Background: an optimization exercise with open tools, aiming at small area and a short achievable clock period. Do not read the settings as production practice. At most, simulation tests tie the RTL to the original design; equivalence was not proved. No activity file was given, so power comes from the tool's default toggle rates.

red:
// VKSA_256_top
module VKSA_256_top (in_clk, in_A, in_B, in_CI, out_S, out_CO);
  input in_clk;
  input [255:0] in_A, in_B;
  input in_CI;
  output reg [255:0] out_S;
  output reg out_CO;
  wire [255:0] w_bs;
  wire [64:0] w_bg;
  reg [255:0] r_bs;
  reg [64:0] r_bg;
  wire [255:0] w_S;
  wire w_CO;
  VKSA_blocks U0 (.in_A(in_A), .in_B(in_B), .in_CI(in_CI), .out_BS(w_bs), .out_BG(w_bg));
  always @(posedge in_clk) begin
    r_bs <= w_bs;
    r_bg <= w_bg;
    out_S <= w_S;
    out_CO <= w_CO;
  end
  VKSA_256 U1 (.in_BS(r_bs), .in_BG(r_bg), .out_S(w_S), .out_CO(w_CO));
endmodule
==> flow/config.mk <==
export PLATFORM = sky130hd
export DESIGN_NAME = VKSA_256_top
export DESIGN_NICKNAME = VKSA_256_top
export VERILOG_FILES = /design/flow/design.v
export SDC_FILE = /design/flow/constraint.sdc
export NUM_CORES = 4
export LEC_CHECK = 0
export CAP_MARGIN = 20
export CORE_MARGIN = 2
export CORE_UTILIZATION = 40
export CTS_BUF_LIST = sky130_fd_sc_hd__clkbuf_8
export SETUP_SLACK_MARGIN = 3.3
export SLEW_MARGIN = 20
export SYNTH_HIERARCHICAL = 1
==> flow/constraint.sdc <==
create_clock -name core_clock -period 5.5 [get_ports {in_clk}]
set_input_delay 1.1000 -clock core_clock [delete_from_list [all_inputs] [get_ports {in_clk}]]
set_output_delay 1.1000 -clock core_clock [all_outputs]
set_load 0.01 [all_outputs]
standard.sh (not shown) runs the stock make flow with config.mk's settings and CLKGATE_MAP_FILE= SYNTH_SCRIPT=/design/flow/synth_recipe.tcl, a recipe that flattens the netlist after the stock synthesis.
==> flow/flow/run.sh <==
#!/bin/bash
# Standard synthesis and layout, but with plain buffers on the ports
# (buffer_ports would otherwise pick clkdlybuf4s50_1, a slow delay cell).
set -euo pipefail
bash standard.sh synth > synth.log 2>&1
bash standard.sh "BUFFER_PORTS_ARGS=-buffer_cell ${PORT_BUF:-sky130_fd_sc_hd__buf_1}" finish > layout.log 2>&1
> inputs changed (red -> blue)
Settings: TNS_END_PERCENT now 5, previously not set; CTS_BUF_LIST no longer set, was sky130_fd_sc_hd__clkbuf_8; SETUP_SLACK_MARGIN now 3.1, was 3.3.
==> comparison <==
- red -> blue: average routed wire per standard cell decreased slightly
- For the post-route fraction of the period consumed by the critical path, blue came in 2.3 points higher than red did.
- Diff red -> blue | post-cts gate resize count | down by more than half
- Route | blue vs red | wire shorter in blue
- Fraction of area in multi-input gates on blue is up relative to red.
- blue improves on red in cell area.
- Across both runs, overall power consumption was lower for blue than for red.
- Between red and blue, relative area of clock buffers and inverters in the final design increased.
- blue against red: count of clock-net buffers in the final layout down 31; utilization down 8.3 points; measured slew at the worst slew-check pin up 130 ps.
> inputs changed (blue -> green)
Settings: TNS_END_PERCENT removed (was 5); SETUP_SLACK_MARGIN changed from 3.1 to 2.9.
### Flow results
Relative to blue, the share of cells above drive strength 1 of green is lower by 3.3 points. Relative to blue, the clock skew of green is lower by 4.8 ps. Diff blue -> green: buffer count excluding the clock tree in the final layout now smaller, count of buffering cells on the critical path with inverters included saw a decrease.
Input changes introduced in orange (baseline for comparison: green):
Settings: SETUP_SLACK_MARGIN changed from 2.9 to 3.2.
Findings:
Final routed wirelength across all metal layers was higher in orange than in green. Higher cell depth of the worst setup path was reported by orange, not green. Of green and orange, the run reporting the lower total cell area at the placement stage was green. In the flow results for green and orange, the met3 track demand over resource in global routing is smaller on green. Changes observed in orange relative to green: required time at the endpoint of the critical path higher, fraction of synthesized cell area in xor and xnor cells roughly the same, end-of-flow core utilization higher, final cell count higher.

---

== the previous run ==
Another version of the RTL of VKSA_256_top (not shown whole).
Size: about 2600 cells after synthesis, ~25000 um2 of cells after synthesis.
Settings: LEC_CHECK=0, ABC_AREA=1, CAP_MARGIN=20, CORE_MARGIN=2, CORE_UTILIZATION=60, SLEW_MARGIN=20; clock period 5.5 ns.
run.sh (not shown) runs the stock make flow with config.mk's settings and CLKGATE_MAP_FILE= SYNTH_SCRIPT=/design/flow/synth_recipe.tcl, a recipe that flattens the netlist after the stock synthesis.
Stock flow here: none of the scripts above is used.
Tool error PPL-0024 stopped the previous run during I/O pin placement (3_2_place_iop); no final results.
diff inputs: the previous run => the current run
# the previous run
export LEC_CHECK = 0
export ABC_AREA = 1
export CAP_MARGIN = 20
export CORE_MARGIN = 2
export CORE_UTILIZATION = 60
export SLEW_MARGIN = 20
create_clock -name core_clock -period 5.5 [get_ports {in_clk}]
# the current run
export LEC_CHECK = 0
export CAP_MARGIN = 20
export CORE_MARGIN = 2
export CORE_UTILIZATION = 40
export SLEW_MARGIN = 20
create_clock -name core_clock -period 5.5 [get_ports {in_clk}]
==> comparison <==
The current run: no failed stages, no open violations at the end
The die extent in y in the previous run is 0.845 times that in the current run.
Against the previous run, total nets after synthesis in the current run fell by more than 10%.
The current run against the previous run: initial core utilization decreased by 20 points relative to the old numbers, row count increased by 14 relative to the old numbers.
Function was not checked in any run of this note: the RTL went through the layout flow alone.

separate check: timing with driven ports:
The flow's constraints put no driver on any port. The routed layouts listed below were extracted and timed again, unchanged, in two steps. Step 1 assumes that a clkbuf_16 drives the clock port and a buf_2 every other input. Step 2 moves the port delays by t, midway between the first and last clock arrival at a register: inputs arrive t later, outputs are due t later. That takes back most of the time a late clock gives input paths. Three values: ideal ports, drivers, drivers and shift; two values: the first two.
run | t (ns) | slack for setup (ns) | worst setup path after step 2 | pins driven straight from the clock port
red | 0.733 | 3.213 / 3.169 / 2.874 | input to register | 1
blue | 0.661 | 3.087 / 3.087 / 2.821 | input to register | 1
green | 0.655 | 2.985 / 2.985 / 2.772 | input to register | 1
orange | 0.659 | 3.184 / 3.182 / 2.905 | input to register | 1
the current run | 0.657 | 1.787 / 1.787 / 1.787 | register to register | 1
After both steps every run listed still meets setup and hold. The setup slack of red, which loses most, moves by -0.044 ns with the drivers and by -0.339 ns with both steps.
